Context: an optimization exercise on an open-source flow, tuned for small area. The choices shown serve that exercise and are no tape-out recipe.
In this exercise RTL edits were held to simulation tests only and were not proved equivalent to the original.

===== design/flow/flow/run.sh =====
#!/bin/bash
# Layout flow: the standard flow (standard.sh) with the synthesised netlist
# re-optimised before floorplanning. The registers (their names and cells),
# the full adders and ports are kept; only the gates between them
# change, and the logic function stays the same:
#   1. fixpol.py re-chooses the polarity of each full adder and XOR gate so
#      that the inverters Yosys's extract_fa left around them go away (a full
#      adder is self-dual; an XOR gate absorbs input inversions and can be
#      swapped for an XNOR);
#   2. ABC re-maps the remaining gates for area (deepsyn, then amap);
#   3. fixpol.py again.
# Port buffers use buf_1. Each tool writes its full output to a log file of its
# own in this folder.
set -euo pipefail
W=$(pwd)
R="$W/orfs/results/${FLOW_PLATFORM}/cordic_pipelined/base"
LIB="$FLOW_HOME/platforms/${FLOW_PLATFORM}/lib/sky130_fd_sc_hd__tt_025C_1v80.lib"
YOSYS="$FLOW_HOME/../tools/install/yosys/bin/yosys"
[[ -x "$YOSYS" ]] || YOSYS=yosys
PORTBUF="BUFFER_PORTS_ARGS=-buffer_cell sky130_fd_sc_hd__buf_1"
DONTUSE=$(sed -n '/^export DONT_USE_CELLS/,/^$/p' "$FLOW_HOME/platforms/${FLOW_PLATFORM}/config.mk" \
  | grep -o 'sky130_fd_sc_hd__[a-z0-9_]*' | sed 's/^/-dont_use /' | tr '\n' ' ')
PERIOD_PS=$(python3 -c "print(int(round(float('$FLOW_PERIOD_NS') * 1000)))")

# 1. standard synthesis (synth_recipe.tcl), netlist only
bash standard.sh "$PORTBUF" "$R/1_2_yosys.v" > "$W/flow_01_synth.log" 2>&1
cp "$R/1_2_yosys.v" "$W/net_0_synth.v"

top_only() {  # keep only the top module of a Yosys-written netlist
  python3 - "$1" "$2" "$FLOW_TOP" <<'PY'
import re, sys
t = open(sys.argv[1]).read()
mods = re.split(r'(?=^module )', t, flags=re.M)
keep = [m for m in mods if re.match(r'module %s\s*\(' % re.escape(sys.argv[3]), m)]
assert len(keep) == 1
open(sys.argv[2], 'w').write(keep[0])
PY
}

fixpol() {  # $1 in.v $2 out.v $3 log tag
  "$YOSYS" -p "read_liberty -lib $LIB; read_verilog $1; hierarchy -top $FLOW_TOP; write_json $W/$3_in.json" > "$W/flow_$3_read.log" 2>&1
  python3 "$W/flow/fixpol.py" "$W/$3_in.json" "$W/$3_out.json" > "$W/flow_$3_fixpol.log" 2>&1
  "$YOSYS" -p "read_json $W/$3_out.json; hierarchy -top $FLOW_TOP; opt_clean; write_verilog -noattr -nohex -nodec $W/$3_all.v" > "$W/flow_$3_write.log" 2>&1
  top_only "$W/$3_all.v" "$2"
}

# 2. polarity fix
fixpol "$W/net_0_synth.v" "$W/net_1_fixpol.v" 02

# 3. area re-mapping of the gates between registers, adders and ports
cat > "$W/resyn.abc" <<ABC
strash
&get -n
&deepsyn -J 50 -T 600
&put
dch
amap
topo
ABC
KEEP="sky130_fd_sc_hd__fa_1 sky130_fd_sc_hd__fa_2 sky130_fd_sc_hd__fa_4 sky130_fd_sc_hd__dfxtp_1 sky130_fd_sc_hd__dfxtp_2 sky130_fd_sc_hd__dfxtp_4 sky130_fd_sc_hd__conb_1"
"$YOSYS" -p "read_liberty -ignore_miss_func $LIB; read_verilog $W/net_1_fixpol.v; hierarchy -top $FLOW_TOP; \
  setattr -mod -set keep_hierarchy 1 $KEEP; flatten; opt_clean; select $FLOW_TOP; \
  abc -D $PERIOD_PS -script $W/resyn.abc -liberty $LIB $DONTUSE; select -clear; opt_clean; \
  hierarchy -top $FLOW_TOP; write_verilog -noattr -nohex -nodec $W/03_all.v" > "$W/flow_03_resyn.log" 2>&1
top_only "$W/03_all.v" "$W/net_2_resyn.v"

# 4. polarity fix again
fixpol "$W/net_2_resyn.v" "$W/net_3_fixpol.v" 04

# keep the re-optimised netlist only if it has the same registers
python3 - "$W/net_0_synth.v" "$W/net_3_fixpol.v" > "$W/flow_05_regcheck.log" 2>&1 <<'PY'
import re, sys
def regs(f):
    t = open(f).read()
    return sorted(re.findall(r'(sky130_fd_sc_hd__df\w+)\s+(\S+)\s*\(', t))
a, b = regs(sys.argv[1]), regs(sys.argv[2])
print(len(a), 'registers in synthesis,', len(b), 'after')
assert [n for _, n in a] == [n for _, n in b], 'register names differ'
PY
cp "$W/net_3_fixpol.v" "$R/1_2_yosys.v"

# 5. the rest of the standard flow, from the re-optimised netlist
bash standard.sh "$PORTBUF" finish > "$W/flow_06_layout.log" 2>&1

===== design/flow/flow/fixpol.py =====
#!/usr/bin/env python3
"""Remove inverters around full adders and XOR gates by choosing each cell's polarity.

A full adder is self-dual: FA(~a, ~b, ~c) = (~sum, ~cout). An XOR gate takes
either polarity at each input and gives either polarity at its output
(xor2 <-> xnor2). This pass reads the mapped netlist as Yosys JSON, chooses for
each such cell whether to build the complemented version, and then keeps one
inverter for each signal that some pin still needs complemented. The logic
function of every register input and output port is unchanged.

usage: fixpol.py in.json out.json
"""
import json, sys, collections

P = 'sky130_fd_sc_hd__'
src, dst = sys.argv[1], sys.argv[2]
J = json.load(open(src))
mods = J['modules']
top = [m for m in mods if mods[m].get('attributes', {}).get('top')] or \
      [m for m in mods if mods[m].get('cells')]
top = top[0]
M = mods[top]
cells = M['cells']

def is_inv(t): return t.startswith(P + 'inv_') or t.startswith(P + 'clkinv_')
def is_fa(t): return t.startswith(P + 'fa_')
XORS = {P + 'xor2_1': (P + 'xnor2_1'), P + 'xnor2_1': (P + 'xor2_1'),
        P + 'xor2_2': (P + 'xnor2_2'), P + 'xnor2_2': (P + 'xor2_2'),
        P + 'xor2_4': (P + 'xnor2_4'), P + 'xnor2_4': (P + 'xor2_4'),
        P + 'xor3_1': (P + 'xnor3_1'), P + 'xnor3_1': (P + 'xor3_1'),
        P + 'xor3_2': (P + 'xnor3_2'), P + 'xnor3_2': (P + 'xor3_2'),
        P + 'xor3_4': (P + 'xnor3_4'), P + 'xnor3_4': (P + 'xor3_4')}
OUTPINS = {'X', 'Y', 'Q', 'Q_N', 'SUM', 'COUT', 'HI', 'LO'}

def outpin(c, p):
    d = cells[c].get('port_directions')
    if d and p in d: return d[p] == 'output'
    return p in OUTPINS

# drivers and loads of every bit
drv = {}
loads = collections.defaultdict(list)
for name, port in M['ports'].items():
    for b in port['bits']:
        if port['direction'] == 'input': drv[b] = ('$port', name)
        else: loads[b].append(('$port', name))
for c, cd in cells.items():
    for p, bits in cd['connections'].items():
        for b in bits:
            if outpin(c, p): drv[b] = (c, p)
            else: loads[b].append((c, p))

inv = {c for c, cd in cells.items() if is_inv(cd['type'])}
# base signal and polarity of every bit, looking through inverters
memo = {}
def base(b):
    if b in memo: return memo[b]
    d = drv.get(b)
    if isinstance(b, str) or d is None or d[0] not in inv:
        r = (b, 0)
    else:
        a = cells[d[0]]['connections']['A'][0]
        bb, pp = base(a)
        r = (bb, pp ^ 1)
    memo[b] = r
    return r

fa = [c for c, cd in cells.items() if is_fa(cd['type'])]
xo = [c for c, cd in cells.items() if cd['type'] in XORS]
flip = {c: 0 for c in fa + xo}

# native polarity of a base bit: 1 if its driver is flipped
def native(b):
    d = drv.get(b)
    if d is not None and d[0] in flip: return flip[d[0]]
    return 0

# requirements: every non-inverter load pin needs (base, pol)
def requirements():
    req = set()
    for b, ls in loads.items():
        for (c, p) in ls:
            if c != '$port' and c in inv: continue
            bb, pp = base(b)
            if c != '$port' and c in flip:
                if cells[c]['type'] in XORS:
                    continue          # an XOR input takes either polarity
                pp ^= flip[c]
            req.add((bb, pp))
    return req

def cost():
    n = 0
    for (bb, pp) in requirements():
        if isinstance(bb, str): continue      # constants
        if pp != native(bb): n += 1
    return n

# local search over single cells and fa carry chains
def chain_groups():
    adj = collections.defaultdict(set)
    for c in fa:
        for p in ('A', 'B', 'CIN'):
            b = cells[c]['connections'][p][0]
            bb, _ = base(b)
            d = drv.get(bb)
            if d and d[0] in flip and is_fa(cells[d[0]]['type']):
                adj[c].add(d[0]); adj[d[0]].add(c)
    seen, groups = set(), []
    for c in fa:
        if c in seen: continue
        st, g = [c], []
        seen.add(c)
        while st:
            x = st.pop(); g.append(x)
            for y in adj[x]:
                if y not in seen: seen.add(y); st.append(y)
        groups.append(g)
    return groups

best = cost()
start = best
moves = [[c] for c in fa + xo] + [g for g in chain_groups() if len(g) > 1]
improved = True
while improved:
    improved = False
    for mv in moves:
        for c in mv: flip[c] ^= 1
        k = cost()
        if k < best:
            best = k; improved = True
        else:
            for c in mv: flip[c] ^= 1
print('inverters needed: %d -> %d (had %d inverter cells)' % (start, best, len(inv)), file=sys.stderr)

# rebuild: remove all inverters, flip cells, add one inverter per needed (base, 1)
allbits = [b for n in M['netnames'].values() for b in n['bits'] if isinstance(b, int)]
allbits += [b for cd in cells.values() for bits in cd['connections'].values() for b in bits if isinstance(b, int)]
allbits += [b for p in M['ports'].values() for b in p['bits'] if isinstance(b, int)]
nextbit = [max(allbits) + 1]
def newbit():
    nextbit[0] += 1
    return nextbit[0]
invout = {}
def get(bb, pp):
    """bit carrying base bb at polarity pp (relative to its native)."""
    if isinstance(bb, str):
        if pp == 0: return bb
        return {'0': '1', '1': '0'}.get(bb, bb)
    if pp == native(bb): return bb
    if bb not in invout:
        nb = newbit()
        invout[bb] = nb
    return invout[bb]

newconn = {}
orig_conn = {c: dict(cd['connections']) for c, cd in cells.items()}
for c, cd in cells.items():
    if c in inv: continue
    conn = {}
    for p, bits in cd['connections'].items():
        nb = []
        for b in bits:
            if outpin(c, p):
                nb.append(b)            # drivers keep their bit; meaning may be complemented
            else:
                bb, pp = base(b)
                if c in flip and cells[c]['type'] in XORS:
                    # take the base as it is natively; fold the difference into the gate
                    want = pp
                    have = native(bb) if not isinstance(bb, str) else 0
                    if want != have and not isinstance(bb, str):
                        flip[c] ^= 0  # handled below via parity
                    nb.append(bb if not isinstance(bb, str) else get(bb, pp))
                    continue
                if c in flip: pp ^= flip[c]
                nb.append(get(bb, pp))
        conn[p] = nb
    newconn[c] = conn
# port loads
for name, port in M['ports'].items():
    if port['direction'] == 'input': continue
    nb = []
    for b in port['bits']:
        bb, pp = base(b)
        nb.append(get(bb, pp))
    port['bits'] = nb
    if name in M['netnames']:
        M['netnames'][name]['bits'] = nb
for c, conn in newconn.items():
    cells[c]['connections'] = conn
for c in inv: del cells[c]
# XOR gates: output polarity = type parity ^ input polarity differences; choose type to give native flip
for c in xo:
    cd = cells[c]
    par = 0
    for p, bits in orig_conn[c].items():
        if outpin(c, p): continue
        for b in bits:
            bb, pp = base(b)
            if isinstance(bb, str): continue
            par ^= pp ^ native(bb)   # the input now sees native(bb) instead of pp
    # original output = T(inputs at pp); new inputs differ by par, so output flips by par;
    # we want the output to be flipped by flip[c]
    if par ^ flip[c]:
        old, new = cd['type'], XORS[cd['type']]
        oo = [p for p in cd['connections'] if outpin(c, p)][0]
        no = [p for p, v in mods[new]['ports'].items() if v['direction'] == 'output'][0]
        cd['type'] = new
        cd['connections'][no] = cd['connections'].pop(oo)
        if 'port_directions' in cd:
            cd['port_directions'] = {p: v['direction'] for p, v in mods[new]['ports'].items()}
# names of the new inverters and nets: a prefix no existing name uses
tag = 0
while any(n.startswith('fixpol%d_' % tag) for n in list(cells) + list(M['netnames'])):
    tag += 1
k = 0
for bb, ob in invout.items():
    k += 1
    assert 'fixpol%d_inv_%d' % (tag, k) not in cells
    cells['fixpol%d_inv_%d' % (tag, k)] = {
        'hide_name': 0, 'type': P + 'inv_1', 'parameters': {}, 'attributes': {},
        'port_directions': {'A': 'input', 'Y': 'output'},
        'connections': {'A': [bb], 'Y': [ob]}}
    M['netnames']['fixpol%d_n%d' % (tag, k)] = {'hide_name': 0, 'bits': [ob], 'attributes': {}}
print('inverter cells now: %d' % len(invout), file=sys.stderr)
json.dump(J, open(dst, 'w'))

===== design/flow/standard.sh =====
#!/bin/bash
# synth_recipe.tcl (not shown) runs the flow's synth.tcl, then flattens the netlist and writes it again
# the make line also repeats each setting of config.mk as NAME=value (left out here)
make -C /OpenROAD-flow-scripts/flow DESIGN_CONFIG=/design/flow/config.mk WORK_HOME=/design/flow/orfs CLKGATE_MAP_FILE= SYNTH_SCRIPT=/design/flow/synth_recipe.tcl "${@:-finish}"

===== design/flow/config.mk =====
export PLATFORM = sky130hd
export DESIGN_NAME = cordic_pipelined
export DESIGN_NICKNAME = cordic_pipelined
export VERILOG_FILES = /design/flow/design.v
export SDC_FILE = /design/flow/constraint.sdc
export NUM_CORES = 4
export LEC_CHECK = 0
export CAP_MARGIN = 20
export CORE_MARGIN = 2
export CORE_UTILIZATION = 40
export CTS_BUF_LIST = sky130_fd_sc_hd__clkbuf_8
export CTS_CLUSTER_DIAMETER = 60
export CTS_CLUSTER_SIZE = 20
export GPL_TIMING_DRIVEN = 0
export SLEW_MARGIN = 20

===== design/flow/constraint.sdc =====
create_clock -name core_clock -period 7.0 [get_ports {clk}]
set_input_delay 1.4000 -clock core_clock [delete_from_list [all_inputs] [get_ports {clk}]]
set_output_delay 1.4000 -clock core_clock [all_outputs]
set_load 0.01 [all_outputs]

===== design/flow/design.v =====
`timescale 1ns/100ps
module cordic_rca #(parameter W=16)
(
	input  [W-1:0] a, b,
	input          ci,
	output [W-1:0] s
);
	wire [W:0] c;
	assign c[0] = ci;
	genvar i;
	generate for (i = 0; i < W; i = i + 1) begin : bit_
		assign s[i]   = a[i] ^ b[i] ^ c[i];
		assign c[i+1] = (a[i] & b[i]) | (a[i] & c[i]) | (b[i] & c[i]);
	end endgenerate
endmodule
module cordic_add #(parameter N=1, parameter CS=16, parameter LA=0, parameter F=0)
(
	input  [15:0]   a,
	input  [15-N:0] bl,
	input           bh, ci,
	output [15:0]   s
);
	localparam L = 16 - N;                
	localparam T = L - F;                 
	localparam R = (CS < T) ? CS : T;     
	wire [L:0] c;
	assign c[0] = ci;
	genvar i;
	generate for (i = 0; i < R; i = i + 1) begin : lo
		assign s[i]   = a[i] ^ bl[i] ^ c[i];
		assign c[i+1] = (a[i] & bl[i]) | (a[i] & c[i]) | (bl[i] & c[i]);
	end endgenerate
	generate if (R < T) begin : sel
		wire [T:R] c0, c1;
		wire [T-1:R] s0, s1;
		assign c0[R] = 1'b0;
		assign c1[R] = 1'b1;
		for (i = R; i < T; i = i + 1) begin : b
			assign s0[i]   = a[i] ^ bl[i] ^ c0[i];
			assign c0[i+1] = (a[i] & bl[i]) | (a[i] & c0[i]) | (bl[i] & c0[i]);
			assign s1[i]   = a[i] ^ bl[i] ^ c1[i];
			assign c1[i+1] = (a[i] & bl[i]) | (a[i] & c1[i]) | (bl[i] & c1[i]);
			assign s[i]    = c[R] ? s1[i] : s0[i];
		end
		assign c[T] = c[R] ? c1[T] : c0[T];
	end endgenerate
	wire [L:T] cf;
	generate if (LA) begin : la
		for (i = T; i <= L; i = i + 1) begin : k
			assign cf[i] = lookahead(a[L-1:0], bl, ci, i);
		end
	end else begin : nola
		assign cf[T] = c[T];
		for (i = T; i < L; i = i + 1) begin : k
			assign cf[i+1] = (a[i] & bl[i]) | (a[i] & cf[i]) | (bl[i] & cf[i]);
		end
	end endgenerate
	generate for (i = T; i < L; i = i + 1) begin : top
		assign s[i] = a[i] ^ bl[i] ^ cf[i];
	end endgenerate
	wire t = cf[L] ^ bh;
	wire [N:0] p;
	assign p[0] = t;
	generate for (i = 0; i < N; i = i + 1) begin : hi
		assign s[L+i] = a[L+i] ^ p[i];
		assign p[i+1] = p[i] & (a[L+i] ^ bh);
	end endgenerate
	function lookahead(input [L-1:0] x, input [L-1:0] y, input ci, input integer j);
		reg [L-1:0] g, p;
		integer d, k;
		begin
			p = x ^ y;
			g = x;
			g[0] = p[0] ? ci : x[0];
			p[0] = 1'b0;
			for (d = 1; d < L; d = d * 2)
				for (k = L - 1; k >= d; k = k - 1) begin
					g[k] = p[k] ? g[k-d] : g[k];
					p[k] = p[k] & p[k-d];
				end
			lookahead = (j == 0) ? ci : g[j-1];
		end
	endfunction
endmodule
module cordic_cell #(parameter N=0, parameter CS=16, parameter LA=0, parameter F=0)
(
	input         d,
	input  [15:0] x_in, y_in,
	output [15:0] x_out, y_out
);
	wire [15:0] yn;
	cordic_add #(N, CS, LA, F) ax (.a(x_in),  .bl(y_in[15:N] ^ {(16-N){~d}}), .bh(y_in[15] ^ ~d), .ci(~d), .s(x_out));
	cordic_add #(N, CS, LA, F) ay (.a(~y_in), .bl(x_in[15:N] ^ {(16-N){~d}}), .bh(x_in[15] ^ ~d), .ci(~d), .s(yn));
	assign y_out = ~yn;
endmodule
module cordic_zstep #(parameter W=16, parameter SITA=0)
(
	input  [W-1:0] z_in,
	output [W-1:0] z_out
);
	wire d = z_in[W-1];
	wire [W-1:0] k = SITA;
	cordic_rca #(W) az (.a(z_in), .b(d ? k : ~k), .ci(~d), .s(z_out));
endmodule
module cordic_table
(
	input  [5:0] d,
	output [15:0]  x, y
);
	localparam [63:0] X0 = 64'h7270f1b17270f1b1;
	localparam [63:0] X1 = 64'h552c8f90a0bdf9c0;
	localparam [63:0] X2 = 64'hf9df284e9b173db2;
	localparam [63:0] X3 = 64'h8ada78ab551e595e;
	localparam [63:0] X4 = 64'hdbc9d79189eb91da;
	localparam [63:0] X5 = 64'h961fdca1853bfa68;
	localparam [63:0] X6 = 64'he88fc54bd2a3f116;
	localparam [63:0] X7 = 64'h89dfe5b3cda7fb90;
	localparam [63:0] X8 = 64'h7a6a5a12485a565f;
	localparam [63:0] X9 = 64'hc1ebf3ebd7cfd783;
	localparam [63:0] X10 = 64'hfee6dac2435b677f;
	localparam [63:0] X11 = 64'h7642cffbdff3426e;
	localparam [63:0] X12 = 64'hcf66ee77ee7766f3;
	localparam [63:0] X13 = 64'hf67ef66ff66f7e6f;
	localparam [63:0] X14 = 64'h8000800180010001;
	localparam [63:0] X15 = 64'h8000800180010001;
	localparam [63:0] Y0 = 64'he4c5a707e4c5a707;
	localparam [63:0] Y1 = 64'h0befdc00a4d830f5;
	localparam [63:0] Y2 = 64'h0c56feec9382fdc5;
	localparam [63:0] Y3 = 64'hbf4f1eff48872d08;
	localparam [63:0] Y4 = 64'h0d6c41c8ec7de94d;
	localparam [63:0] Y5 = 64'h838546f8e09d7e3c;
	localparam [63:0] Y6 = 64'h3ee5602d4bf97881;
	localparam [63:0] Y7 = 64'hac4570d964f17dc8;
	localparam [63:0] Y8 = 64'h5f3f0f8b2e0f2307;
	localparam [63:0] Y9 = 64'h687d597d416561e9;
	localparam [63:0] Y10 = 64'h57734f6b290d1115;
	localparam [63:0] Y11 = 64'h132b655d45592b37;
	localparam [63:0] Y12 = 64'h6533771177113359;
	localparam [63:0] Y13 = 64'h5317533553351735;
	localparam [63:0] Y14 = 64'heaaaeaa8eaa8aaa8;
	localparam [63:0] Y15 = 64'heaaaeaa8eaa8aaa8;
	assign x[0] = X0[d];
	assign x[1] = X1[d];
	assign x[2] = X2[d];
	assign x[3] = X3[d];
	assign x[4] = X4[d];
	assign x[5] = X5[d];
	assign x[6] = X6[d];
	assign x[7] = X7[d];
	assign x[8] = X8[d];
	assign x[9] = X9[d];
	assign x[10] = X10[d];
	assign x[11] = X11[d];
	assign x[12] = X12[d];
	assign x[13] = X13[d];
	assign x[14] = X14[d];
	assign x[15] = X15[d];
	assign y[0] = Y0[d];
	assign y[1] = Y1[d];
	assign y[2] = Y2[d];
	assign y[3] = Y3[d];
	assign y[4] = Y4[d];
	assign y[5] = Y5[d];
	assign y[6] = Y6[d];
	assign y[7] = Y7[d];
	assign y[8] = Y8[d];
	assign y[9] = Y9[d];
	assign y[10] = Y10[d];
	assign y[11] = Y11[d];
	assign y[12] = Y12[d];
	assign y[13] = Y13[d];
	assign y[14] = Y14[d];
	assign y[15] = Y15[d];
endmodule
`timescale 1ns/100ps
module cordic_pipelined
(
	input  clk,rst,
	input  signed [15:0] z,
	output signed [15:0] x,y
);
	wire [15:0] zn1;
	cordic_zstep #(.W(16),.SITA(12868)) zs1 (.z_in(z), .z_out(zn1));
	reg [15:0] z1_r;
	reg [0:0] d1_r;
	always @ (posedge clk) begin z1_r <= zn1[15:0]; d1_r <= z[15]; end
	wire [15:0] zn2;
	cordic_zstep #(.W(16),.SITA(7596)) zs2 (.z_in(z1_r), .z_out(zn2));
	reg [14:0] z2_r;
	reg [1:0] d2_r;
	always @ (posedge clk) begin z2_r <= zn2[14:0]; d2_r <= {z1_r[15], d1_r}; end
	wire [14:0] zn3;
	cordic_zstep #(.W(15),.SITA(4014)) zs3 (.z_in(z2_r), .z_out(zn3));
	reg [14:0] z3_r;
	reg [2:0] d3_r;
	always @ (posedge clk) begin z3_r <= zn3[14:0]; d3_r <= {z2_r[14], d2_r}; end
	wire [14:0] zn4;
	cordic_zstep #(.W(15),.SITA(2037)) zs4 (.z_in(z3_r), .z_out(zn4));
	reg [13:0] z4_r;
	reg [3:0] d4_r;
	always @ (posedge clk) begin z4_r <= zn4[13:0]; d4_r <= {z3_r[14], d3_r}; end
	wire [13:0] zn5;
	cordic_zstep #(.W(14),.SITA(1023)) zs5 (.z_in(z4_r), .z_out(zn5));
	wire ovf = ~(&zn5[13:10]) & (|zn5[13:10]);
	wire [8:0] dl = ovf ? {9{zn5[13]}} : {zn5[10], ~zn5[9:2]};   
	reg [13:0] d5_r;   
	always @ (posedge clk) d5_r <= {dl[0],dl[1],dl[2],dl[3],dl[4],dl[5],dl[6],dl[7],dl[8], z4_r[13], d4_r};
	reg [13:0] d6_r;
	always @ (posedge clk) d6_r <= d5_r[13:0];
	reg [13:0] d7_r;
	always @ (posedge clk) d7_r <= d6_r[13:0];
	reg [13:0] d8_r;
	always @ (posedge clk) d8_r <= d7_r[13:0];
	reg [13:0] d9_r;
	always @ (posedge clk) d9_r <= d8_r[13:0];
	wire [15:0] tx, ty;
	cordic_table tab (.d(d9_r[5:0]), .x(tx), .y(ty));
	wire [15:0] x7_c, y7_c;
	cordic_cell #(.N(6),.CS(5)) it6 (.d(d9_r[6]), .x_in(tx), .y_in(ty), .x_out(x7_c), .y_out(y7_c));
	reg [6:0] d10_r;
	always @ (posedge clk) d10_r <= d9_r[13:7];
	reg [15:0] x10_r, y10_r;
	always @ (posedge clk) begin x10_r <= x7_c; y10_r <= y7_c; end
	wire [15:0] x8_c, y8_c;
	cordic_cell #(.N(7)) it7 (.d(d10_r[0]), .x_in(x10_r), .y_in(y10_r), .x_out(x8_c), .y_out(y8_c));
	reg [5:0] d11_r;
	always @ (posedge clk) d11_r <= d10_r[6:1];
	reg [15:0] x11_r, y11_r;
	always @ (posedge clk) begin x11_r <= x8_c; y11_r <= y8_c; end
	wire [15:0] x9_c, y9_c;
	cordic_cell #(.N(8)) it8 (.d(d11_r[0]), .x_in(x11_r), .y_in(y11_r), .x_out(x9_c), .y_out(y9_c));
	reg [4:0] d12_r;
	always @ (posedge clk) d12_r <= d11_r[5:1];
	reg [15:0] x12_r, y12_r;
	always @ (posedge clk) begin x12_r <= x9_c; y12_r <= y9_c; end
	wire [15:0] x10_c, y10_c;
	cordic_cell #(.N(9)) it9 (.d(d12_r[0]), .x_in(x12_r), .y_in(y12_r), .x_out(x10_c), .y_out(y10_c));
	reg [3:0] d13_r;
	always @ (posedge clk) d13_r <= d12_r[4:1];
	reg [15:0] x13_r, y13_r;
	always @ (posedge clk) begin x13_r <= x10_c; y13_r <= y10_c; end
	wire [15:0] x11_c, y11_c;
	cordic_cell #(.N(10),.LA(1)) it10 (.d(d13_r[0]), .x_in(x13_r), .y_in(y13_r), .x_out(x11_c), .y_out(y11_c));
	wire [15:0] x12_c, y12_c;
	cordic_cell #(.N(11)) it11 (.d(d13_r[1]), .x_in(x11_c), .y_in(y11_c), .x_out(x12_c), .y_out(y12_c));
	reg [1:0] d14_r;
	always @ (posedge clk) d14_r <= d13_r[3:2];
	reg [15:0] x14_r, y14_r;
	always @ (posedge clk) begin x14_r <= x12_c; y14_r <= y12_c; end
	wire [15:0] x13_c, y13_c;
	cordic_cell #(.N(12),.LA(1)) it12 (.d(d14_r[0]), .x_in(x14_r), .y_in(y14_r), .x_out(x13_c), .y_out(y13_c));
	wire [15:0] x14_c, y14_c;
	cordic_cell #(.N(13)) it13 (.d(d14_r[1]), .x_in(x13_c), .y_in(y13_c), .x_out(x14_c), .y_out(y14_c));
	assign x = x14_c;
	assign y = y14_c;
endmodule

==> results of run 1 <==
per-layer routing:
metal,vias to the layer above,track usage
met5,-,0
met3,155,0.0213
met2,435,0.355
met1,5887,0.201
met4,0,0.0981
li1,6365,-
state kept, by name (all words and copies together), names as in the netlist, 6 cells and up:
name,flops
d5_r,14
x11_r,16
d6_r,14
z1_r,16
y14_r,16
y13_r,16
x12_r,16
d9_r,14
d8_r,14
x13_r,16
z4_r,14
y10_r,16
d10_r,7
x10_r,16
d11_r,6
d7_r,14
z3_r,15
z2_r,15
y11_r,16
x14_r,16
y12_r,16
layout make-up:
type	count	share of cell area
Tap cell	518	0.0355
Buffer	6	0.00123
Timing Repair Buffer	114	0.0393
Timing Repair inverter	1	0.000274
Inverter	267	0.0568
Multi-Input combinational cell	1176	0.479
Clock inverter	14	0.00898
Sequential cell	324	0.358
Clock buffer	28	0.0211
stage by stage:
stage	hold WS [ns]	instances
detailed placement	0.312	2338
CTS	0.287	2422
floorplan	0.310	1773
finish	0.309	2448
global route	0.318	2448
global placement	0.310	2338
what timing repair did:
action,in CTS,in global routing
gates cloned,1,0
gates resized for setup,115,119
buffers inserted,42,29
pin swaps,25,34
setup endpoints to repair,46,40
final timing paths:
check,to,slack (ns),cells past startpoint
max reg2reg,y14_r[15],0.24,36
min,d8_r[6],0.31,0
min reg2reg,d8_r[6],0.31,0
max,x[15],-0.04,29
layout by cell type (no fill, tap or decap), types with 7 or more instances in the layout:
cell type	n
a21oi_1	115
a22oi_1	12
a31oi_1	10
buf_1	40
buf_2	10
buf_4	64
clkbuf_8	28
clkinvlp_4	8
dfxtp_1	306
dfxtp_2	8
dfxtp_4	10
fa_1	127
fa_2	8
inv_1	251
inv_2	9
nand2_1	108
nor2_1	272
nor2_2	24
nor3_1	47
nor4_1	11
o21a_1	16
o21ai_0	97
o21ai_2	13
o221ai_1	26
o221ai_2	7
o22ai_1	138
o22ai_2	16
o22ai_4	10
or2_0	8
worst max-delay path, delay by kind of cell, from the launching register on:
| family | cells | cell delay, ns |
|---|---|---|
| buffers and inverters | 15 | 1.73 |
| AO/OA/AOI/OAI | 5 | 0.65 |
| AND/OR/NAND/NOR | 6 | 0.80 |
| flip-flops | 1 | 0.41 |
| adder cells (fa/ha/maj) | 3 | 1.44 |
==> summary.md, run 1 <==
| Metric | Value |
|---|---|
| Run status | finished with violations |
| SO Faults | negative setup slack |
| Worst Path Arrival | approximately 5.6 ns |
| Worst reg2reg startpoint | d13_r[0] |
| Peak fanout along the critical path | 7 |
| Most common cell on crit path | buf_4 |
| DP Area | approximately 16000 um^2 |
| Layout cells sized above 1 | 0.145 |
| Setup TNS | -0.0506 ns |
| Final Max Slew Viols | 0 |
| Hold Startpoint | d7_r[6] |
| DR WL met3 | roughly 1.7 mm |
| WL final | between 30 and 40 mm |
| Antenna viol nets, final | 0 |
| Worst path max stage delay | 0.52 ns |
| GRT Util Overall | 0.186 |
| RSZ-0062 raised after global routing | yes |
| # setup viols final | 2 |
| Final Skew | about 0.045 ns |
| Post-route DRC | 0 |
| CP endpoint kind | output pin |
| CP Launch Point | d14_r[0] |
| Vias per cell | ~5.2 |
| Period utilization | 1.01 |
| Layout Nets | slightly above 2000 |
| Root Driver | clkbuf_8 |
| Worst setup margin | -0.0389 ns |
| Routability Congestion | roughly 0.98 |
| Die W | between 200 and 250 um |
| Clock transition at the registers of the reported paths | around 0.11 ns |
| Mapped Area | around 16000 um^2 |
| Die Span Y | roughly 200 um |
| Clock sink count | ~320 |
| TritonRoute pass-1 iters | 9 |
| Initial Util | 0.404 |
| Area grow syn2layout | 17.5% |
| Max-Cap Viols | 0 |
| Vias in the first global route | ~12000 |
| Top layer in use | met4 |
| I/O Pins | 50 |
| Synth Instances | ~1800 |
| Core box area | just under 40000 um^2 |
| Final Util | 0.475 |
| Slowest-stage cell, CP | fa_1 |
| Max-slew headroom | 0.303 |
| Grt ovf | 0 |
| Max clock buf depth | 3 |
| Iter 0 DRT Violations | 972 |
| CTS Buf Count | 25 |
| Req. time, crit path | approximately 5.6 ns |
| Hold WC Path Type | reg -> reg |
| Crit Path Category | reg -> out |
| # diodes | 0 |
| Yosys warns | 3 |
| Placement Setup Slack | -1.07 ns |
| Final Hold Viols | 0 |
| CTS H-tree depth | 1 |
| Pin count of the biggest net entering global routing | 25 |
| Peak Freq | about 0.14 GHz |
| CTS tree | built |
| HPWL Detailed | about 29 mm |
| Critical Path Start Type | flip-flop |
| Cell Rows | 72 |
| Syn nets | 1926 |
| Initial antenna violation count | 0 |
| Area of the multi-input gates | 8740 um^2 |
| Global-route wire length before repair | 61.1 mm |
| Via count | ~13000 |
| DRT met1 WL | 15.0 mm |
| IO buf count | 47 |
| Min cycle time layout | 7.04 ns |
| Synth Area per Inst | ~9 um^2 |
| Clk latency of the worst-skew pair | approximately 0.59 ns |
| Worst Tran Pin Value | ~1.0 ns |
| Fillers | ~3700 |
| Post-route design area | 18300 um^2 |
| Die Area | 40400 um^2 |
| WL/cell | around 16 um |
| Cts hold-fix bufs | 0 |
| DR WL met2 | approximately 20 mm |
| Register area | 6530 um^2 |
==> inputs of run 2 (changes only) <==
--- a/design/flow/flow/run.sh
+++ b/design/flow/flow/run.sh
@@ -7,7 +7,7 @@
 #      that the inverters Yosys's extract_fa left around them go away (a full
 #      adder is self-dual; an XOR gate absorbs input inversions and can be
 #      swapped for an XNOR);
-#   2. ABC re-maps the remaining gates for area (deepsyn, then amap);
+#   2. ABC re-maps the remaining gates for area (deepsyn, then map -a);
 #   3. fixpol.py again.
 # Port buffers use buf_1. Each tool writes its full output to a log file of its
 # own in this folder.
@@ -54,7 +54,7 @@
 &deepsyn -J 50 -T 600
 &put
 dch
-amap
+map -a
 topo
 ABC
 KEEP="sky130_fd_sc_hd__fa_1 sky130_fd_sc_hd__fa_2 sky130_fd_sc_hd__fa_4 sky130_fd_sc_hd__dfxtp_1 sky130_fd_sc_hd__dfxtp_2 sky130_fd_sc_hd__dfxtp_4 sky130_fd_sc_hd__conb_1"
==> run 2 against run 1 <==
  * Synthesized cell count is 3.6% lower
  * Critical path type unchanged
  * Register-to-register slack is essentially flat
  * Via count shrank 12%
  * Sequential cell count is the same
  * Critical endpoint is now x[13]
  * Routed wire length is 6.2% lower
  * Final cell count fell by 3.6%
  * Clock skew shrank 0.015 ns
  * Count of clock-buffer cells in the layout did not move
  * The run now finishes clean
==> summary.md, run 2 <==
| Metric | Value |
|---|---|
| Register area | ~6500 um^2 |
| Final Util | 0.454 |
| CTS Buf Count | 26 |
| Min cycle time layout | 6.81 ns |
| Final Max Slew Viols | 0 |
| Cts hold-fix bufs | 0 |
| Max-Cap Viols | 0 |
| Worst reg2reg path depth | 28 |
| Iter 0 DRT Violations | roughly 620 |
| # setup viols final | 0 |
| CP endpoint kind | output pin |
| Antenna viol nets, final | 0 |
| Crit Path Category | reg -> out |
| Area grow syn2layout | 12.7% |
| WL/cell | between 15 and 20 um |
| Peak Freq | roughly 0.15 GHz |
| Synth Instances | about 1700 |
| Vias in the first global route | approximately 11000 |
| Period utilization | 0.973 |
| Max-slew headroom | 0.347 |
| Grt ovf | 0 |
| WL final | 36.5 mm |
| Clock sink count | ~320 |
| Layout cells sized above 1 | 0.0981 |
| Critical Path Start Type | flip-flop |
| Clock transition at the registers of the reported paths | between 0.1 and 0.15 ns |
| DRT met1 WL | ~14 mm |
| Worst Tran Pin Value | slightly below 1 ns |
| DR WL met3 | between 1 and 1.5 mm |
| # diodes | 0 |
| Worst Path Arrival | 5.41 ns |
| Core box area | ~39000 um^2 |
| Post-route DRC | 0 |
| DR WL met2 | around 20 mm |
| Mapped Area | ~16000 um^2 |
| Run status | finished clean |
| Most frequent cells in the layout | dfxtp_1, nand2_1, inv_1, nor2_1, xor2_1 |
| Max clock buf depth | 3 |
| Die W | around 200 um |
| Clk latency of the worst-skew pair | around 0.57 ns |
| Slowest-stage cell, CP | dfxtp_4 |
| Layout Nets | between 1500 and 2000 |
| Cell Rows | 73 |
| Worst hold slack | 0.322 ns |
| CTS H-tree depth | 1 |
| Final Hold Viols | 0 |
| Pin count of the biggest net entering global routing | 21 |
| Synth Area per Inst | about 9.3 um^2 |
| Syn nets | 1862 |
| Area of the multi-input gates | approximately 8900 um^2 |
| HPWL Detailed | approximately 29 mm |
| TritonRoute pass-1 iters | 5 |
| RSZ-0062 raised after global routing | yes |
| Peak fanout along the critical path | 6 |
| Vias per cell | slightly below 5 |
| Die Span Y | a little over 200 um |
| CTS tree | built |
| Final Skew | ~0.03 ns |
| GRT Util Overall | 0.176 |
| I/O Pins | 50 |
| Hold WC Path Type | reg -> reg |
| IO buf count | 47 |
| Initial Util | 0.403 |
| Initial antenna violation count | 0 |
| WHS Path Cells | 0 |
| Top layer in use | met4 |
| Yosys warns | 3 |
| Die Area | 41300 um^2 |
| Worst path max stage delay | between 0.4 and 0.5 ns |
| Via count | 11300 |
| Global-route wire length before repair | roughly 57 mm |
| Most common cell after layout, fill and taps aside | dfxtp_1 |
| Root Driver | clkbuf_8 |
| Routability Congestion | 0.948 |
| Req. time, crit path | approximately 5.6 ns |
| Fillers | between 3000 and 4000 |
[run 2: metal layers]
metal	GRT usage	up-vias
li1	-	5641
met5	0	-
met3	0.0222	92
met4	0.0730	0
met2	0.351	264
met1	0.183	5350
[run 2: final timing paths]
path / from / to / slack (ns)
min: d7_r[3] / d8_r[3] / 0.32
min reg2reg: d7_r[3] / d8_r[3] / 0.32
max reg2reg: d9_r[1] / x10_r[11] / 0.25
max: d14_r[0] / x[13] / 0.19
[run 2: what timing repair did]
item / in CTS / in global routing
cloned: 0 / 0
pin swaps: 14 / 28
setup buffers: 15 / 20
gates resized for setup: 57 / 55
endpoints found under the setup margin: 27 / 34
[run 2: area by class of cell]
type | count | share of cell area
inverters | 213 | 0.0452
repair buffers | 82 | 0.0256
clock buffers | 28 | 0.0215
flip-flops and latches | 324 | 0.363
well taps | 525 | 0.0367
plain buffers | 6 | 0.00126
multi-input cells | 1166 | 0.494
clock inverters | 16 | 0.0127
[run 2: per-stage QoR]
stage	instance area, um^2	setup WS, ns	setup TNS [ns]	instances
floorplan	15900	0.0157	0	1709
global placement	16700	-0.957	-6.71	2281
detailed placement	16700	-1.02	-7.08	2281
CTS	17600	-0.0106	-0.0106	2340
global route	17900	-0.309	-2.09	2360
finish	17900	0.190	0	2360
[run 2: worst max-delay path, delay by kind of cell (launching register included)]
kind | cells | cell delay, ns
buf+inv | 11 | 0.79
flops | 1 | 0.45
simple gates | 12 | 1.39
xor+xnor | 3 | 0.40
compound gates | 7 | 0.79
fa+ha+maj | 3 | 0.99
==> inputs of run 3 (changes only) <==
--- a/design/flow/flow/run.sh
+++ b/design/flow/flow/run.sh
@@ -9,7 +9,7 @@
 #      swapped for an XNOR);
 #   2. ABC re-maps the remaining gates for area (deepsyn, then map -a);
 #   3. fixpol.py again.
-# Port buffers use buf_1. Each tool writes its full output to a log file of its
+# Port buffers use buf_1; CTS inserts no dummy loads. Each tool writes its full output to a log file of its
 # own in this folder.
 set -euo pipefail
 W=$(pwd)
@@ -18,6 +18,8 @@
 YOSYS="$FLOW_HOME/../tools/install/yosys/bin/yosys"
 [[ -x "$YOSYS" ]] || YOSYS=yosys
 PORTBUF="BUFFER_PORTS_ARGS=-buffer_cell sky130_fd_sc_hd__buf_1"
+# clock tree: the standard CTS call with config.mk's clustering, without dummy loads
+CTSARGS="CTS_ARGS=-sink_clustering_enable -repair_clock_nets -dont_use_dummy_load -sink_clustering_size 20 -sink_clustering_max_diameter 60 -buf_list sky130_fd_sc_hd__clkbuf_8"
 DONTUSE=$(sed -n '/^export DONT_USE_CELLS/,/^$/p' "$FLOW_HOME/platforms/${FLOW_PLATFORM}/config.mk" \
   | grep -o 'sky130_fd_sc_hd__[a-z0-9_]*' | sed 's/^/-dont_use /' | tr '\n' ' ')
 PERIOD_PS=$(python3 -c "print(int(round(float('$FLOW_PERIOD_NS') * 1000)))")
@@ -80,4 +82,4 @@
 cp "$W/net_3_fixpol.v" "$R/1_2_yosys.v"
 
 # 5. the rest of the standard flow, from the re-optimised netlist
-bash standard.sh "$PORTBUF" finish > "$W/flow_06_layout.log" 2>&1
+bash standard.sh "$PORTBUF" "$CTSARGS" finish > "$W/flow_06_layout.log" 2>&1
==> run 3 against run 2 <==
  * Still clean
  * Critical path depth fell by 2
  * First-iteration DRC count is 15% lower
  * Non-clock buffer count is 1 lower
==> summary.md, run 3 <==
| Metric | Value |
|---|---|
| WL final | ~36 mm |
| Core box area | 39500 um^2 |
| Syn nets | between 1500 and 2000 |
| Max-Cap Viols | 0 |
| Post-route DRC | 0 |
| # diodes | 0 |
| Hold Startpoint | d7_r[3] |
| Final Util | 0.449 |
| Most frequent cells in the layout | dfxtp_1, nand2_1, inv_1, nor2_1, xor2_1 |
| Die Area | about 41000 um^2 |
| Period utilization | 0.964 |
| I/O Pins | 50 |
| Via count | 11200 |
| Mapped Area | about 16000 um^2 |
| Layout Nets | ~2000 |
| Worst reg2reg startpoint | d9_r[5] |
| Grt ovf | 0 |
| Worst reg2reg path depth | 27 |
| Final Max Slew Viols | 0 |
| Slowest-stage cell, CP | dfxtp_4 |
| Vias per cell | around 4.8 |
| CTS H-tree depth | 1 |
| IO buf count | 47 |
| Worst Path Arrival | ~5.4 ns |
| Critical Path Start Type | flip-flop |
| WHS Path Cells | 0 |
| Pin count of the biggest net entering global routing | 21 |
| Min cycle time layout | between 6 and 7 ns |
| Iter 0 DRT Violations | ~530 |
| Area grow syn2layout | 11.4% |
| Die Span Y | 203 um |
| Reg2reg end | x10_r[11] |
| CTS tree | built |
| Routability Congestion | approximately 0.95 |
| Peak fanout along the critical path | 6 |
| WL/cell | ~15 um |
| DP Area | approximately 17000 um^2 |
| Yosys warns | 3 |
| Peak Freq | approximately 0.15 GHz |
| Initial antenna violation count | 0 |
| Initial Util | 0.403 |
| Final Hold Viols | 0 |
| TritonRoute pass-1 iters | 5 |
| Synth Instances | between 1500 and 2000 |
| # setup viols final | 0 |
| RSZ-0062 raised after global routing | yes |
| Antenna viol nets, final | 0 |
| Most common cell after layout, fill and taps aside | dfxtp_1 |
| Cell Rows | 73 |
| Hold WC Path Type | reg -> reg |
| Run status | finished clean |
| Post-route design area | between 15000 and 20000 um^2 |
| Hold path endpoint | d8_r[3] |
| Die W | around 200 um |
| Final Skew | around 0.082 ns |
| Worst Tran Pin Value | 1.03 ns |
| Req. time, crit path | ~5.6 ns |
| Layout cells sized above 1 | 0.0909 |
| CP endpoint kind | output pin |
| R2R Setup Slk | around 0.3 ns |
| Max-slew headroom | 0.311 |
| Crit Path Category | reg -> out |
| Global-route wire length before repair | approximately 57 mm |
| CTS Buf Count | 26 |
| Synth Area per Inst | approximately 9.3 um^2 |
| GRT Util Overall | 0.174 |
| Vias in the first global route | around 11000 |
| Max clock buf depth | 3 |
| Clock sink count | between 300 and 400 |
| Clk latency of the worst-skew pair | around 0.57 ns |
| Worst path max stage delay | around 0.41 ns |
| Root Driver | clkbuf_8 |
| HPWL Detailed | about 29 mm |
| Clock transition at the registers of the reported paths | ~0.11 ns |
==> run 3: changes by cell type in the layout (fill, tap and decap cells not counted), sizes merged <==
cell	delta
clkbuf	-2
clkinvlp	-1
inv	-7
clkinv	-4
bufinv	-4
buf	-1
==> run 3: metrics by stage <==
step | TNS (ns) | setup WS, ns | instances | hold WS [ns]
floorplan | 0 | 0.0157 | 1709 | 0.310
global placement | -6.71 | -0.957 | 2281 | 0.310
detailed placement | -7.08 | -1.02 | 2281 | 0.312
CTS | 0 | 0.0000746 | 2314 | 0.298
global route | -1.12 | -0.177 | 2341 | 0.298
finish | 0 | 0.254 | 2341 | 0.289
==> run 3: layer usage <==
layer | track usage | share of wire
met5 | 0 | 0
met4 | 0.0691 | 0.044
met3 | 0.0214 | 0.040
met2 | 0.349 | 0.54
met1 | 0.182 | 0.37
==> run 3: cell type report <==
class | instances | area [um^2]
repair buffers | 81 | 462
multi-input cells | 1166 | 8890
inverters | 213 | 810
well taps | 525 | 657
plain buffers | 6 | 22.5
fillers | 3813 | 21700
flip-flops and latches | 324 | 6510
clock buffers | 26 | 358
==> run 3: how the worst max path moves through the flow <==
stage	startpoint	to	slack, ns	depth (start not counted)
finish	d14_r[0]	x[13]	0.25	34
global route	d14_r[0]	x[13]	-0.18	34
CTS	d14_r[0]	x[13]	0.00007	32
detailed placement	z[15]	z1_r[14]	-1.02	18
global placement	z[15]	z1_r[14]	-0.96	18
floorplan	z[15]	z1_r[14]	0.02	17
==> run 3: timing repair <==
item,in CTS,in global routing
setup buffers,7,27
gates resized for setup,52,64
hold endpoints to repair,0,0
setup endpoints to repair,27,32
hold buffers,0,0
pin swaps,11,37
==> run 3: worst max-delay path: cells and delay by family, from the launching register on <==
kind            cells  cell delay, ns
simple gates       13            1.45
flops               1            0.41
xor+xnor            4            0.59
fa+ha+maj           3            1.08
buf+inv             8            0.66
compound gates      6            0.59
==> inputs of run 4 (changes only) <==
--- a/design/flow/design.v
+++ b/design/flow/design.v
@@ -179,11 +179,13 @@
 	input  signed [15:0] z,
 	output signed [15:0] x,y
 );
+	reg [15:0] z0_r;
+	always @ (posedge clk) z0_r <= z;
 	wire [15:0] zn1;
-	cordic_zstep #(.W(16),.SITA(12868)) zs1 (.z_in(z), .z_out(zn1));
+	cordic_zstep #(.W(16),.SITA(12868)) zs1 (.z_in(z0_r), .z_out(zn1));
 	reg [15:0] z1_r;
 	reg [0:0] d1_r;
-	always @ (posedge clk) begin z1_r <= zn1[15:0]; d1_r <= z[15]; end
+	always @ (posedge clk) begin z1_r <= zn1[15:0]; d1_r <= z0_r[15]; end
 	wire [15:0] zn2;
 	cordic_zstep #(.W(16),.SITA(7596)) zs2 (.z_in(z1_r), .z_out(zn2));
 	reg [14:0] z2_r;
@@ -205,10 +207,8 @@
 	wire [8:0] dl = ovf ? {9{zn5[13]}} : {zn5[10], ~zn5[9:2]};   
 	reg [13:0] d5_r;   
 	always @ (posedge clk) d5_r <= {dl[0],dl[1],dl[2],dl[3],dl[4],dl[5],dl[6],dl[7],dl[8], z4_r[13], d4_r};
-	reg [13:0] d6_r;
-	always @ (posedge clk) d6_r <= d5_r[13:0];
 	reg [13:0] d7_r;
-	always @ (posedge clk) d7_r <= d6_r[13:0];
+	always @ (posedge clk) d7_r <= d5_r[13:0];
 	reg [13:0] d8_r;
 	always @ (posedge clk) d8_r <= d7_r[13:0];
 	reg [13:0] d9_r;
@@ -234,23 +234,23 @@
 	reg [15:0] x12_r, y12_r;
 	always @ (posedge clk) begin x12_r <= x9_c; y12_r <= y9_c; end
 	wire [15:0] x10_c, y10_c;
-	cordic_cell #(.N(9)) it9 (.d(d12_r[0]), .x_in(x12_r), .y_in(y12_r), .x_out(x10_c), .y_out(y10_c));
-	reg [3:0] d13_r;
-	always @ (posedge clk) d13_r <= d12_r[4:1];
+	cordic_cell #(.N(9),.LA(1)) it9 (.d(d12_r[0]), .x_in(x12_r), .y_in(y12_r), .x_out(x10_c), .y_out(y10_c));
+	wire [15:0] x11_c, y11_c;
+	cordic_cell #(.N(10)) it10 (.d(d12_r[1]), .x_in(x10_c), .y_in(y10_c), .x_out(x11_c), .y_out(y11_c));
+	reg [2:0] d13_r;
+	always @ (posedge clk) d13_r <= d12_r[4:2];
 	reg [15:0] x13_r, y13_r;
-	always @ (posedge clk) begin x13_r <= x10_c; y13_r <= y10_c; end
-	wire [15:0] x11_c, y11_c;
-	cordic_cell #(.N(10),.LA(1)) it10 (.d(d13_r[0]), .x_in(x13_r), .y_in(y13_r), .x_out(x11_c), .y_out(y11_c));
+	always @ (posedge clk) begin x13_r <= x11_c; y13_r <= y11_c; end
 	wire [15:0] x12_c, y12_c;
-	cordic_cell #(.N(11)) it11 (.d(d13_r[1]), .x_in(x11_c), .y_in(y11_c), .x_out(x12_c), .y_out(y12_c));
-	reg [1:0] d14_r;
-	always @ (posedge clk) d14_r <= d13_r[3:2];
+	cordic_cell #(.N(11),.LA(1)) it11 (.d(d13_r[0]), .x_in(x13_r), .y_in(y13_r), .x_out(x12_c), .y_out(y12_c));
+	wire [15:0] x13_c, y13_c;
+	cordic_cell #(.N(12)) it12 (.d(d13_r[1]), .x_in(x12_c), .y_in(y12_c), .x_out(x13_c), .y_out(y13_c));
+	reg [0:0] d14_r;
+	always @ (posedge clk) d14_r <= d13_r[2:2];
 	reg [15:0] x14_r, y14_r;
-	always @ (posedge clk) begin x14_r <= x12_c; y14_r <= y12_c; end
-	wire [15:0] x13_c, y13_c;
-	cordic_cell #(.N(12),.LA(1)) it12 (.d(d14_r[0]), .x_in(x14_r), .y_in(y14_r), .x_out(x13_c), .y_out(y13_c));
+	always @ (posedge clk) begin x14_r <= x13_c; y14_r <= y13_c; end
 	wire [15:0] x14_c, y14_c;
-	cordic_cell #(.N(13)) it13 (.d(d14_r[1]), .x_in(x13_c), .y_in(y13_c), .x_out(x14_c), .y_out(y14_c));
+	cordic_cell #(.N(13)) it13 (.d(d14_r[0]), .x_in(x14_r), .y_in(y14_r), .x_out(x14_c), .y_out(y14_c));
 	assign x = x14_c;
 	assign y = y14_c;
 endmodule
==> run 4 against run 3 <==
  * Critical path depth is 16 lower
  * Critical path type is now reg -> reg
  * Register-to-register slack better by 0.13 ns
  * Largest cell class unchanged
  * Global-route usage is 0.89 points higher
==> summary.md, run 4 <==
| Metric | Value |
|---|---|
| Final Max Slew Viols | 0 |
| Crit Path Category | reg -> reg |
| Clock sink count | 324 |
| Area grow syn2layout | 9.61% |
| Post-route DRC | 0 |
| WL/cell | between 15 and 20 um |
| Min cycle time layout | 6.57 ns |
| Placed Cells | approximately 2300 |
| Max-slew headroom | 0.234 |
| Most common cell on crit path | fa_1 |
| Max clock buf depth | 3 |
| Routability Congestion | slightly above 0.9 |
| Worst hold slack | approximately 0.28 ns |
| CTS tree | built |
| Area of the multi-input gates | about 9000 um^2 |
| Fillers | approximately 4000 |
| Yosys warns | 3 |
| Clk latency of the worst-skew pair | 0.58 ns |
| I/O Pins | 50 |
| Final Util | 0.443 |
| HPWL Detailed | between 30 and 40 mm |
| Critical Path Start Type | flip-flop |
| Most common cell after layout, fill and taps aside | dfxtp_1 |
| Vias per cell | between 4 and 5 |
| Initial Util | 0.405 |
| Worst path max stage delay | 0.66 ns |
| RSZ-0062 raised after global routing | yes |
| Layout Nets | around 2000 |
| Core box area | slightly below 40000 um^2 |
| DP Area | roughly 17000 um^2 |
| Final Skew | slightly below 0.06 ns |
| Via count | between 10000 and 15000 |
| # setup viols final | 0 |
| WL final | around 38 mm |
| Final Non-Filler Cells | 2362 |
| Slowest-stage cell, CP | dfxtp_1 |
| Root Driver | clkbuf_8 |
| Synth Area per Inst | ~9.2 um^2 |
| Clock transition at the registers of the reported paths | around 0.11 ns |
| Die Area | around 42000 um^2 |
| Hold WC Path Type | reg -> reg |
| Grt ovf | 0 |
| Global-route wire length before repair | 59.0 mm |
| CP bufs+invs | 3 |
| Req. time, crit path | approximately 7.5 ns |
| IO buf count | between 40 and 50 |
| Period utilization | 0.938 |
| Cts hold-fix bufs | 0 |
| Peak fanout along the critical path | 9 |
| Cell Rows | 73 |
| Pin count of the biggest net entering global routing | 21 |
| Mapped Area | 16100 um^2 |
| Vias in the first global route | ~12000 |
| Hold Startpoint | d2_r[1] |
| Critical-path cell list | clkinvlp_4 -> buf_4 -> buf_1 -> fa_1 -> fa_1 -> o21ai_0 -> nand2_1 -> fa_1 -> fa_1 -> fa_1 -> fa_1 -> fa_1 -> fa_1 -> fa_1 -> fa_1 -> fa_1 -> fa_1 -> fa_1 |
| Antenna viol nets, final | 0 |
| CP Launch Point | z0_r[15] |
| Iter 0 DRT Violations | approximately 590 |
| CTS H-tree depth | 1 |
| Die Span Y | approximately 200 um |
| TritonRoute pass-1 iters | 5 |
| Initial antenna violation count | 0 |
| Register area | approximately 6500 um^2 |
| Max-Cap Viols | 0 |
| Top delay family on crit path | adder cells |
| Peak Freq | approximately 0.15 GHz |
| CP endpoint kind | flip-flop |
| Worst Tran Pin Value | around 1.1 ns |
| Final Hold Viols | 0 |
| Layout cells sized above 1 | 0.0615 |
| Worst reg2reg startpoint | z0_r[15] |
| Syn nets | ~1900 |
| # diodes | 0 |
| Synth Instances | 1743 |
| CTS Buf Count | 26 |
| Most frequent cells in the layout | dfxtp_1, nor2_1, nand2_1, inv_1, xnor2_1 |
| Die W | between 200 and 250 um |
| Run status | finished clean |
| Worst Path Arrival | between 7 and 8 ns |
| GRT Util Overall | 0.183 |
| Post-route design area | 17600 um^2 |
## run 4: final cells by class
cell class              instances  share of cell area
multi-input cells            1194               0.505
flip-flops and latches        324               0.369
inverters                     219              0.0479
well taps                     525              0.0373
clock buffers                  26              0.0203
repair buffers                 67              0.0190
plain buffers                   6             0.00128
repair inverters                1            0.000284
## run 4: final timing paths
check / end / slack, ns / cells after the start
worst min register to register: d3_r[1] / 0.28 / 0
worst max register to register: z1_r[14] / 0.43 / 18
worst min-delay path: d3_r[1] / 0.28 / 0
worst max-delay path: z1_r[14] / 0.43 / 18
## run 4: routing by layer
layer | vias up | part of all wire | GRT usage
li1 | 5690 | - | -
met1 | 5356 | 0.36 | 0.184
met2 | 280 | 0.53 | 0.353
met3 | 119 | 0.043 | 0.0290
met4 | 0 | 0.064 | 0.110
met5 | - | 0 | 0
## run 4: timing repair
item                                    in CTS  in global routing
endpoints found under the setup margin      19                 21
setup buffers                                6                 13
cloned                                       1                  0
gates resized for setup                     13                 44
hold endpoints to repair                     0                  0
pin swaps                                    0                  6
## run 4: stage by stage
step	setup TNS (ns)	setup WS, ns
after CTS	-0.0665	-0.0665
after floorplan	0	0.474
final	0	0.435
after detailed placement	-4.76	-0.735
after global routing	-0.0500	-0.0500
after global placement	-6.11	-0.629
==> inputs of run 5 (changes only) <==
--- a/design/flow/flow/run.sh
+++ b/design/flow/flow/run.sh
@@ -9,7 +9,7 @@
 #      swapped for an XNOR);
 #   2. ABC re-maps the remaining gates for area (deepsyn, then map -a);
 #   3. fixpol.py again.
-# Port buffers use buf_1; CTS inserts no dummy loads. Each tool writes its full output to a log file of its
+# Port buffers use buf_1. Each tool writes its full output to a log file of its
 # own in this folder.
 set -euo pipefail
 W=$(pwd)
@@ -18,8 +18,6 @@
 YOSYS="$FLOW_HOME/../tools/install/yosys/bin/yosys"
 [[ -x "$YOSYS" ]] || YOSYS=yosys
 PORTBUF="BUFFER_PORTS_ARGS=-buffer_cell sky130_fd_sc_hd__buf_1"
-# clock tree: the standard CTS call with config.mk's clustering, without dummy loads
-CTSARGS="CTS_ARGS=-sink_clustering_enable -repair_clock_nets -dont_use_dummy_load -sink_clustering_size 20 -sink_clustering_max_diameter 60 -buf_list sky130_fd_sc_hd__clkbuf_8"
 DONTUSE=$(sed -n '/^export DONT_USE_CELLS/,/^$/p' "$FLOW_HOME/platforms/${FLOW_PLATFORM}/config.mk" \
   | grep -o 'sky130_fd_sc_hd__[a-z0-9_]*' | sed 's/^/-dont_use /' | tr '\n' ' ')
 PERIOD_PS=$(python3 -c "print(int(round(float('$FLOW_PERIOD_NS') * 1000)))")
@@ -82,4 +80,4 @@
 cp "$W/net_3_fixpol.v" "$R/1_2_yosys.v"
 
 # 5. the rest of the standard flow, from the re-optimised netlist
-bash standard.sh "$PORTBUF" "$CTSARGS" finish > "$W/flow_06_layout.log" 2>&1
+bash standard.sh "$PORTBUF" finish > "$W/flow_06_layout.log" 2>&1
==> run 5 against run 4 <==
  * Fmax shrank 0.15%
  * Final cell count rose by 0.59%
  * Die area is the same
  * Setup slack worse by 0.0098 ns
  * Synthesized cell count unchanged
  * Critical path depth stayed put
==> summary.md, run 5 <==
| Metric | Value |
|---|---|
| Initial antenna violation count | 0 |
| Crit Path Category | reg -> reg |
| Post-route DRC | 0 |
| CP endpoint kind | flip-flop |
| Hold WC Path Type | reg -> reg |
| DP Area | about 17000 um^2 |
| Clock transition at the registers of the reported paths | 0.11 ns |
| Min cycle time layout | 6.57 ns |
| Grt ovf | 0 |
| CTS H-tree depth | 1 |
| GRT Util Overall | 0.183 |
| Final Max Slew Viols | 0 |
| WL/cell | between 15 and 20 um |
| Final Util | 0.449 |
| Die W | 204 um |
| Iter 0 DRT Violations | roughly 580 |
| Synth Instances | about 1700 |
| I/O Pins | 50 |
| TritonRoute pass-1 iters | 6 |
| Vias in the first global route | 11500 |
| Synth Area per Inst | slightly above 9 um^2 |
| CTS tree | built |
| Hold path endpoint | d3_r[1] |
| Most frequent cells in the layout | dfxtp_1, nor2_1, nand2_1, inv_1, xnor2_1 |
| HPWL Detailed | 30.3 mm |
| WHS Path Cells | 0 |
| Hold Startpoint | d2_r[1] |
| Area grow syn2layout | 11.1% |
| RSZ-0062 raised after global routing | yes |
| Most common cell after layout, fill and taps aside | dfxtp_1 |
| WL final | between 30 and 40 mm |
| Met3 GRT Util | 0.0282 |
| Global-route wire length before repair | ~59 mm |
| Worst reg2reg startpoint | z0_r[15] |
| Initial Util | 0.405 |
| Clock sink count | about 320 |
| CTS Buf Count | 26 |
| Root Driver | clkbuf_8 |
| Max clock buf depth | 3 |
| Post-route design area | ~18000 um^2 |
| Syn nets | 1896 |
| Grt met1 use | 0.184 |
| GRT met2 Usage | 0.353 |
| Layout Nets | roughly 2000 |
| Worst Path Arrival | just over 7 ns |
| Core box area | between 30000 and 40000 um^2 |
| Mapped Area | between 15000 and 20000 um^2 |
| Peak fanout along the critical path | 9 |
| Cts hold-fix bufs | 0 |
| Vias per cell | 4.84 |
| Placement Setup Slack | -0.735 ns |
| Worst reg2reg path depth | 18 |
| Critical Path Start Type | flip-flop |
| Fillers | 3861 |
| Max-Cap Viols | 0 |
| Run status | finished clean |
| Final Hold Viols | 0 |
| IO buf count | between 40 and 50 |
| Clk latency of the worst-skew pair | 0.58 ns |
| R2R Setup Slk | 0.43 ns |
| Layout cells sized above 1 | 0.0675 |
| Worst setup margin | 0.425 ns |
| Peak Freq | roughly 0.15 GHz |
| Placed Cells | 2316 |
| Final Skew | ~0.027 ns |
| Period utilization | 0.939 |
| Via count | roughly 11000 |
| Max-slew headroom | 0.247 |
| Die Area | roughly 42000 um^2 |
| GR peak layer | met2 |
| Reg2reg end | z1_r[14] |
| # setup viols final | 0 |
| Yosys warns | 3 |
| # diodes | 0 |
| Pin count of the biggest net entering global routing | 21 |
| Routability Congestion | between 0.9 and 1 |
| Antenna viol nets, final | 0 |
| Worst Tran Pin Value | 1.13 ns |
| Die Span Y | around 200 um |
| Req. time, crit path | about 7.5 ns |
| Cell Rows | 73 |
| Final Non-Filler Cells | approximately 2400 |
[run 5: worst max-delay path, stage by stage (launching register included)]
cell and delay [ns]:
dfxtp_1 0.66, clkinvlp_4 0.15, buf_4 0.19, buf_1 0.10, fa_1 0.37, fa_1 0.40
o21ai_0 0.17, nand2_1 0.09, fa_1 0.38, fa_1 0.39, fa_1 0.39, fa_1 0.39
fa_1 0.39, fa_1 0.39, fa_1 0.39, fa_1 0.39, fa_1 0.39, fa_1 0.39
fa_1 0.44
[run 5: area by class of cell]
type                    instances  area [um^2]  share of cell area
flip-flops and latches        324         6510               0.364
repair buffers                 64          325              0.0182
clock buffers                  29          399              0.0224
clock inverters                14          205              0.0115
inverters                     219          841              0.0471
repair inverters                1         5.00            0.000280
multi-input cells            1194         8890               0.498
well taps                     525          657              0.0368
plain buffers                   6         22.5             0.00126
[run 5: how the worst max path moves through the flow]
stage	start	to	depth (start not counted)
global route	d12_r[0]	x13_r[15]	34
detailed placement	d12_r[0]	x13_r[15]	34
finish	z0_r[15]	z1_r[14]	18
floorplan	d12_r[0]	x13_r[15]	32
CTS	d12_r[0]	x13_r[15]	34
global placement	d12_r[0]	x13_r[15]	33
[run 5: timing repair]
item / 4_1_cts / 5_1_grt
cloned: 1 / 0
buffers inserted: 3 / 13
pin swaps: 0 / 7
endpoints found under the setup margin: 19 / 23
gates resized for setup: 11 / 47
[run 5: routing by layer]
metal	vias up	wire length, um	part of all wire
met5	-	0	0
met4	0	2280	0.060
met3	113	1580	0.042
met2	268	20200	0.53
met1	5403	13900	0.37
li1	5709	-	-
[run 5: metrics by stage]
| stage | TNS, ns | hold slack [ns] |
|---|---|---|
| 6_report | 0 | 0.316 |
| 3_3_place_gp | -6.11 | 0.310 |
| 2_1_floorplan | 0 | 0.310 |
| 4_1_cts | -0.0416 | 0.322 |
| 5_1_grt | -0.0199 | 0.313 |
| 3_5_place_dp | -4.76 | 0.312 |

separate check: timing with driven ports:
How much do the figures lean on ideal ports? The routed layouts below were timed once more, with nothing changed but the port constraints. Step 1 sets driving cells, clkbuf_16 on the clock port and buf_2 on the other inputs (assumed; they add their load-dependent delay and slew). Step 2 moves the port delays by t, midway between the first and last clock arrival at a register: inputs arrive t later, outputs are due t later. That takes back most of the time a late clock gives input paths. Three values: ideal ports, drivers, drivers and shift; two values: the first two.
run	t (ns)	setup WS [ns]	slew at the worst register clock pin (ns)
run 1	0.613	-0.039 / -0.084 / -0.320	0.11 / 0.11
run 2	0.597	0.190 / 0.145 / -0.269	0.11 / 0.11
run 3	0.574	0.254 / 0.209 / -0.239	0.11 / 0.11
run 4	0.593	0.435 / 0.435 / 0.435	0.11 / 0.11
run 5	0.611	0.425 / 0.425 / 0.425	0.11 / 0.11
Met with ideal ports but missed after step 2: setup timing in run 2 and run 3. For run 3, which loses most, drivers alone change the setup slack by -0.045 ns; drivers and shift together by -0.493 ns.
